Background: an optimization exercise with open tools, aiming at small area, a short achievable clock period and few clock cycles. Do not read the settings as production practice.
Function was checked by simulation only, so behaviour that the tests miss may differ from the original.

Setup of alpha:
## JAM
module JAM (
input CLK,
input RST,
output reg [2:0] W,
output reg [2:0] J,
input [6:0] Cost,
output reg [3:0] MatchCount,
output reg [9:0] MinCost,
output reg Valid );
For scale: about 2500 cells after synthesis, roughly 360 flip-flops, about 30 I/O pins, about 0.026 sq mm of cells after synthesis.
Settings: LEC_CHECK=0, CAP_MARGIN=20, CORE_MARGIN=2, CORE_UTILIZATION=40, SETUP_SLACK_MARGIN=4.0, SLEW_MARGIN=20; clock period 8.0 ns.
run.sh (not shown) runs the stock make flow with config.mk's settings and CLKGATE_MAP_FILE= SYNTH_SCRIPT=/design/flow/synth_recipe.tcl, a recipe that flattens the netlist after the stock synthesis.
Testbench counts of alpha, summed over its fixed seeds: cycles 4,969.
[inputs] beta vs alpha
Settings: SETUP_SLACK_MARGIN: 4.0 -> 3.5.
## What came out
- Comparing alpha against beta, there is no change at all in count of pins over their slew limit.
- For the non-clock buffer count, beta came in 21 lower than alpha did.
- Number of buffers inserted during clock tree synthesis sits higher in beta than in alpha.
- The delay of the slowest cell on the worst path reported for beta is smaller than that of alpha by 0.02 ns.

---

before:
Another version of the RTL of JAM (not shown whole).
Size: roughly 2300 cells after synthesis, about 360 flip-flops, roughly 30 I/O pins, ~25000 sq um of cells after synthesis.
Settings: LEC_CHECK=0, CAP_MARGIN=20, CORE_MARGIN=2, CORE_UTILIZATION=40, SETUP_SLACK_MARGIN=3, SLEW_MARGIN=20; clock period 8.0 ns.
before | stages: all done | timing, DRC, antenna: all pass
Testbench counts of before, summed over its fixed seeds: cycles 5,296.
Changes in after relative to before:
- SETUP_SLACK_MARGIN: 3 -> unset
Notes after the runs:
- NOTE: critical path depth in after falls short of that of before
- Non-clock buffer count of after falls short of that of before by more than a quarter.
- Taking before as the reference point, the final worst clock skew of after falls by 0.0078 ns.
- Sort after and before by portion of the clock cycle consumed by the worst path in the final layout desc -> top: after
- As far as row count goes, before and after are indistinguishable; the numbers are identical.
- The run showing the smaller met1 routing resource usage after global routing is after.
- Setup slack: after less than before
- Number of clock buffers in the layout, after vs before: down by a few percent
- Wire length: after lower than before

---

Setup of exp/sierra:
JAM, a different RTL version from the one above (not shown whole).
Size: about 2,400 cells after synthesis, ~0.026 mm² of cells after synthesis.
Settings: LEC_CHECK=0, CAP_MARGIN=20, CORE_MARGIN=2, CORE_UTILIZATION=40, SETUP_SLACK_MARGIN=3.5, SLEW_MARGIN=20; clock period 8.0 ns.
Testbench counts of exp/sierra, summed over its fixed seeds: cycles 4,608.
Edits applied to the flow inputs when going from exp/sierra to exp/indigo:
- changing SETUP_SLACK_MARGIN from 3.5 to 3.0
--- outcome ---
- The average routed wire per standard cell of exp/indigo is lower than that of exp/sierra.
- Re global routing met3 resource utilization: exp/sierra and exp/indigo aren't equal, and the higher value belongs to exp/indigo.
- The run showing the smaller via count is exp/indigo.
- Count of maximum capacitance violations: exp/sierra vs exp/indigo identical
- exp/indigo leaves less setup margin than exp/sierra.
- ~same share of the synthesized netlist area taken by xor and xnor gates in exp/sierra and exp/indigo
- Taking exp/sierra as the reference, in exp/indigo final standard cell utilization of the core shrank by 3.1 points; buffer share of cell area went down by 3.8 points.
- The count of non-filler cells in the finished layout number comes out higher for exp/sierra vs exp/indigo.
- Of exp/indigo and exp/sierra, it is exp/indigo that has the lower inverter count.
- When exp/indigo is set beside exp/sierra, its actual transition at the worst max-transition pin turns out to be 4.5 ps smaller.

---

old:
The RTL this note starts from:
==> flow/design.v <==
module JAM (
input CLK,
input RST,
output reg [2:0] W,
output reg [2:0] J,
input [6:0] Cost,
output reg [3:0] MatchCount,
output reg [9:0] MinCost,
output reg Valid );
localparam P_COL = 3'd0, P_ROW = 3'd1, P_INS = 3'd2, P_INIT = 3'd3, P_DFS = 3'd4, P_DONE = 3'd5, P_INIT2 = 3'd6;
reg [2:0]  phase;
reg [6:0]  colm [0:7];    
reg [2:0]  lid  [0:7];    
reg [6:0]  lrm  [0:7];    
reg [2:0]  lam  [0:7];    
reg [2:0]  lkey [0:7];    
reg [6:0]  crm;
reg [2:0]  cam;
reg [2:0]  ckey;
reg [7:0]  Lh;            
reg [9:0]  LB0;           
reg [9:0]  LB [1:6];      
reg [2:0]  job [0:6];     
reg [7:0]  U;             
reg        adv;           
reg [11:0] G;             
reg [6:0]  cmJ;           
integer k;
wire [6:0] cm  = colm[J];
wire [6:0] d2  = Cost - cm;
wire [6:0] nc  = (W == 3'd0 || Cost < cm) ? Cost : cm;
wire       lt2 = (J == 3'd0 || d2 < crm);
wire       eq2 = (d2 == crm);
wire [2:0] ins_id = W - 3'd1;
reg  [7:0] gt;
always @(*) begin
    for (k = 0; k < 8; k = k + 1)
        gt[k] = (k >= ins_id) || (lkey[k] > ckey);
end
wire do_ins = (phase == P_ROW && J == 3'd0 && W != 3'd0) || (phase == P_INS);
wire [7:0] Lup = {Lh[6:0], 1'b0};      
wire [7:0] Ldn = {1'b0, Lh[7:1]};      
reg  [6:0] rm1;                        
reg  [2:0] na, ca, pa, pj, wup, wdn;   
reg  [9:0] LBm;                        
reg  [6:0] rmm, rmc;                   
always @(*) begin
    rm1 = 7'd0; na = 3'd0; ca = 3'd0; pa = 3'd0; pj = 3'd0; wup = 3'd0; wdn = 3'd0; LBm = 10'd0; rmm = 7'd0; rmc = 7'd0;
    for (k = 0; k < 8; k = k + 1) begin
        rm1 = rm1 | ({7{Lup[k]}} & lrm[k]);
        na  = na  | ({3{Lup[k]}} & lam[k]);
        wup = wup | ({3{Lup[k]}} & lid[k]);
        ca  = ca  | ({3{Lh[k]}}  & lam[k]);
        pa  = pa  | ({3{Ldn[k]}} & lam[k]);
        wdn = wdn | ({3{Ldn[k]}} & lid[k]);
    end
    for (k = 0; k < 7; k = k + 1)
        pj = pj | ({3{Ldn[k]}} & job[k]);
    LBm = {10{Ldn[0]}} & LB0;
    for (k = 1; k < 7; k = k + 1)
        LBm = LBm | ({10{Ldn[k]}} & LB[k]);
    for (k = 0; k < 8; k = k + 1) begin
        rmm = rmm | ({7{Ldn[k]}} & lrm[k]);
        rmc = rmc | ({7{Lh[k]}} & lrm[k]);
    end
end
wire [11:0] thr = G + {5'd0, cmJ};
wire thr_neg = thr[11];
wire thr_big = |thr[10:7];
function [1:0] cmp7;
    input [6:0] a, b;
    reg [7:0] l, e;
    reg [3:0] l1, e1;
    reg [1:0] l2, e2;
    integer i;
    begin
        l = {1'b0, ~a & b};
        e = {1'b1, ~(a ^ b)};
        for (i = 0; i < 4; i = i + 1) begin
            l1[i] = l[2*i+1] | (e[2*i+1] & l[2*i]);
            e1[i] = e[2*i+1] & e[2*i];
        end
        for (i = 0; i < 2; i = i + 1) begin
            l2[i] = l1[2*i+1] | (e1[2*i+1] & l1[2*i]);
            e2[i] = e1[2*i+1] & e1[2*i];
        end
        cmp7 = {l2[1] | (e2[1] & l2[0]), e2[1] & e2[0]};
    end
endfunction
wire [1:0] c7 = cmp7(Cost, thr[6:0]);
wire ok   = !adv && !thr_neg && (thr_big || c7[1] || c7[0]);
wire less = !thr_neg && (thr_big || c7[1]);
wire leaf = Lh[7];
wire push = ok && !leaf;
wire better = leaf && ok && less;
wire [7:0] candN  = ~U & ~(8'd1 << ca) & ((J == ca) ? 8'hff : (8'hfe << J));
reg  [2:0] nxt; reg has_nxt;
always @(*) begin
    has_nxt = 1'b0; nxt = 3'd0;
    for (k = 7; k >= 0; k = k - 1)
        if (candN[k]) begin has_nxt = 1'b1; nxt = k; end
end
wire [7:0] freeP = ~(U | (8'd1 << J));
reg  [2:0] first;
always @(*) begin
    first = 3'd0;
    for (k = 7; k >= 0; k = k - 1)
        if (freeP[k]) first = k;
    if (freeP[na]) first = na;
end
wire [7:0] Up    = U & ~(8'd1 << pj);
wire [7:0] candP = ~Up & ~(8'd1 << pa) & ((pj == pa) ? 8'hff : (8'hfe << pj));
reg  [2:0] pnxt; reg has_pnxt;
always @(*) begin
    has_pnxt = 1'b0; pnxt = 3'd0;
    for (k = 7; k >= 0; k = k - 1)
        if (candP[k]) begin has_pnxt = 1'b1; pnxt = k; end
end
function [23:0] csa;    
    input [11:0] x, y, z;
    begin
        csa[11:0]  = x ^ y ^ z;
        csa[23:12] = {(x[10:0] & y[10:0]) | (x[10:0] & z[10:0]) | (y[10:0] & z[10:0]), 1'b0};
    end
endfunction
wire [11:0] e_cm   = {5'd0, cmJ};
wire [11:0] e_rm1  = {5'd0, rm1};
wire [11:0] n_cost = ~{5'd0, Cost};
wire [23:0] gp1 = csa(G, e_cm, e_rm1);
wire [23:0] gp2 = csa(gp1[11:0], gp1[23:12], n_cost);
wire [11:0] g_push = gp2[11:0] + gp2[23:12] + 12'd1;
wire [23:0] lc1 = csa({2'd0, MinCost}, ~G, ~e_cm);
wire [23:0] lc2 = csa(lc1[11:0], lc1[23:12], {5'd0, Cost});
wire [11:0] leafsum = lc2[11:0] + lc2[23:12] + 12'd2;
wire [9:0]  leafcost = leafsum[9:0];
wire [23:0] gb1     = csa({2'd0, MinCost}, ~{2'd0, LBm}, {5'd0, rmm});
wire [11:0] g_pop   = gb1[11:0] + gb1[23:12] + 12'd1;
reg  [9:0] LBc;
always @(*) begin
    LBc = {10{Lh[0]}} & LB0;
    for (k = 1; k < 7; k = k + 1)
        LBc = LBc | ({10{Lh[k]}} & LB[k]);
end
wire [23:0] ga1     = csa({2'd0, MinCost}, ~{2'd0, LBc}, {5'd0, rmc});
wire [11:0] g_adv   = ga1[11:0] + ga1[23:12] + 12'd1;
always @(posedge CLK) begin
    if (phase == P_COL) colm[J] <= nc;
    if (phase == P_ROW) begin
        if (lt2) begin
            crm <= d2;
            cam <= J;
            ckey <= 3'd0;
        end else if (eq2) begin
            cam <= J;
            ckey <= ckey + 3'd1;
        end
    end
    if (do_ins) begin
        for (k = 0; k < 8; k = k + 1)
            if (gt[k]) begin
                if (k > 0 && gt[k - 1]) begin
                    lid[k]  <= lid[k - 1];
                    lrm[k]  <= lrm[k - 1];
                    lam[k]  <= lam[k - 1];
                    lkey[k] <= lkey[k - 1];
                end else begin
                    lid[k]  <= ins_id;
                    lrm[k]  <= crm;
                    lam[k]  <= cam;
                    lkey[k] <= ckey;
                end
            end
    end
    if (phase == P_DFS) begin
        for (k = 0; k < 7; k = k + 1)
            if (Lh[k]) job[k] <= J;
        for (k = 1; k < 7; k = k + 1)
            if (Lup[k]) LB[k] <= leafcost;
    end
end
reg [2:0]  phase_n, W_n, J_n;
reg        Valid_n, adv_n;
reg [7:0]  Lh_n, U_n;
reg [11:0] G_n;
reg [6:0]  cmJ_n;
reg [9:0]  LB0_n;
reg [9:0]  MinCost_n;
reg [3:0]  MatchCount_n;
always @(*) begin
    phase_n = phase; W_n = W; J_n = J; Valid_n = Valid;
    Lh_n = Lh; U_n = U; adv_n = adv; G_n = G; cmJ_n = cmJ; LB0_n = LB0;
    MinCost_n = MinCost; MatchCount_n = MatchCount;
    case (phase)
    P_COL: begin
        {J_n, W_n} = {J, W} + 6'd1;
        if (W == 3'd7 && J == 3'd7) phase_n = P_ROW;
    end
    P_ROW: begin
        if (W == 3'd0) LB0_n = ((J == 3'd0) ? 10'd0 : LB0) + {3'd0, cm};
        else if (J == 3'd0) LB0_n = LB0 + {3'd0, crm};
        {W_n, J_n} = {W, J} + 6'd1;
        if (W == 3'd7 && J == 3'd7) phase_n = P_INS;
    end
    P_INS: begin
        LB0_n = LB0 + {3'd0, crm};
        phase_n = P_INIT;
    end
    P_INIT: begin
        G_n = 12'd1023 - {2'd0, LB0} + {5'd0, lrm[0]};
        W_n = lid[0];
        J_n = lam[0];
        Lh_n = 8'd1;
        U_n = 8'd0;
        adv_n = 1'b0;
        MinCost_n = 10'd1023;
        MatchCount_n = 4'd0;
        phase_n = P_INIT2;
    end
    P_INIT2: begin
        cmJ_n = cm;
        phase_n = P_DFS;
    end
    P_DFS: begin
        adv_n = 1'b0;
        if (better) begin
            MinCost_n = leafcost;
            MatchCount_n = 4'd1;
        end else if (leaf && ok)
            MatchCount_n = MatchCount + 4'd1;
        if (push) begin
            U_n = U | (8'd1 << J);
            Lh_n = Lup;
            W_n = wup;
            J_n = first;
            G_n = g_push;
            cmJ_n = colm[first];
        end else if (has_nxt && !leaf) begin
            J_n = nxt;
            cmJ_n = colm[nxt];
            if (adv) G_n = g_adv;
        end else if (Lh[0]) begin
            phase_n = P_DONE;
            Valid_n = 1'b1;
        end else begin
            Lh_n = Ldn;
            W_n = wdn;
            U_n = Up;
            J_n = (has_pnxt && !better) ? pnxt : pj;
            adv_n = !has_pnxt || better;
            G_n = g_pop;
            cmJ_n = colm[pnxt];
        end
    end
    default: ;
    endcase
end
always @(posedge CLK or posedge RST) begin
    if (RST) begin
        phase <= P_COL;
        W <= 3'd0;
        J <= 3'd0;
        Valid <= 1'b0;
    end else begin
        phase <= phase_n;
        W <= W_n;
        J <= J_n;
        Valid <= Valid_n;
    end
end
always @(posedge CLK) begin
    Lh <= Lh_n;
    U <= U_n;
    adv <= adv_n;
    G <= G_n;
    cmJ <= cmJ_n;
    LB0 <= LB0_n;
    MinCost <= MinCost_n;
    MatchCount <= MatchCount_n;
end
endmodule
export LEC_CHECK = 0
export CAP_MARGIN = 20
export CORE_MARGIN = 2
export CORE_UTILIZATION = 40
export SETUP_SLACK_MARGIN = 4.0
export SLEW_MARGIN = 20
create_clock -name core_clock -period 8.0 [get_ports {CLK}]
old has completed all stages; timing, DRC and antenna checks passed.
Testbench counts of old, summed over its fixed seeds: cycles 5,308.
--- input diff old..new ---
Settings: SETUP_SLACK_MARGIN: 4.0 -> 3.5.
Notes after the runs:
Going from old to new, number of optimization iterations in the first detailed-route pass shows a reduction of 2; setup slack shows a reduction of 0.16 ns; cell area shows a reduction of about 5%.
Lower global-route usage was reported by new, not old.
Of old and new, new shows the higher data required time at the worst endpoint, with old below it.
Of the two values seen for capture point of the worst path, W[1] was produced by new and G[10] by old.
Summary of new over old: number of nets in the final layout dropped 87, final cell count dropped 87.
old: full flow OK, the timing, DRC and antenna checks passed
new completed; timing, DRC and antenna clean
Top layer reached by signal wires: met4 -> new, met5 -> old
Across both runs, final-layout clock buffer total was higher for new than for old.

[afterwards: timing with drivers on the ports]
The flow's constraints put no driver on any port. The routed layouts listed below were extracted and timed again, unchanged, in two steps. Step 1 (the two cells are an assumption about what drives the block):
set clk [get_ports {CLK}]
set_driving_cell -lib_cell sky130_fd_sc_hd__clkbuf_16 $clk
set_driving_cell -lib_cell sky130_fd_sc_hd__buf_2 [delete_from_list [all_inputs] $clk]
Step 2, shift: input delay + t, output delay - t, t = (earliest + latest rising clock arrival at the registers) / 2. This alone moves slack from input paths to output paths. Slacks: ideal / step 1 / step 2; pairs: ideal / step 1.
| run | t (ns) | setup WS [ns] | slew at the worst register clock pin (ns) |
|---|---|---|---|
| alpha | 0.657 | 2.151 / 2.151 / 2.151 | 0.07 / 0.07 |
| beta | 0.657 | 2.342 / 2.342 / 2.342 | 0.06 / 0.06 |
| before | 0.625 | 3.097 / 3.097 / 2.579 | 0.07 / 0.07 |
| after | 0.622 | 2.245 / 2.245 / 2.014 | 0.06 / 0.06 |
| exp/sierra | 0.653 | 2.871 / 2.871 / 2.839 | 0.07 / 0.07 |
| exp/indigo | 0.653 | 2.826 / 2.826 / 2.410 | 0.07 / 0.07 |
| old | 0.629 | 3.684 / 3.684 / 3.380 | 0.07 / 0.07 |
| new | 0.639 | 3.527 / 3.527 / 2.969 | 0.07 / 0.07 |
After both steps every run listed still meets setup and hold. The setup slack of new, which loses most, moves by 0.000 ns with the drivers and by -0.558 ns with both steps.
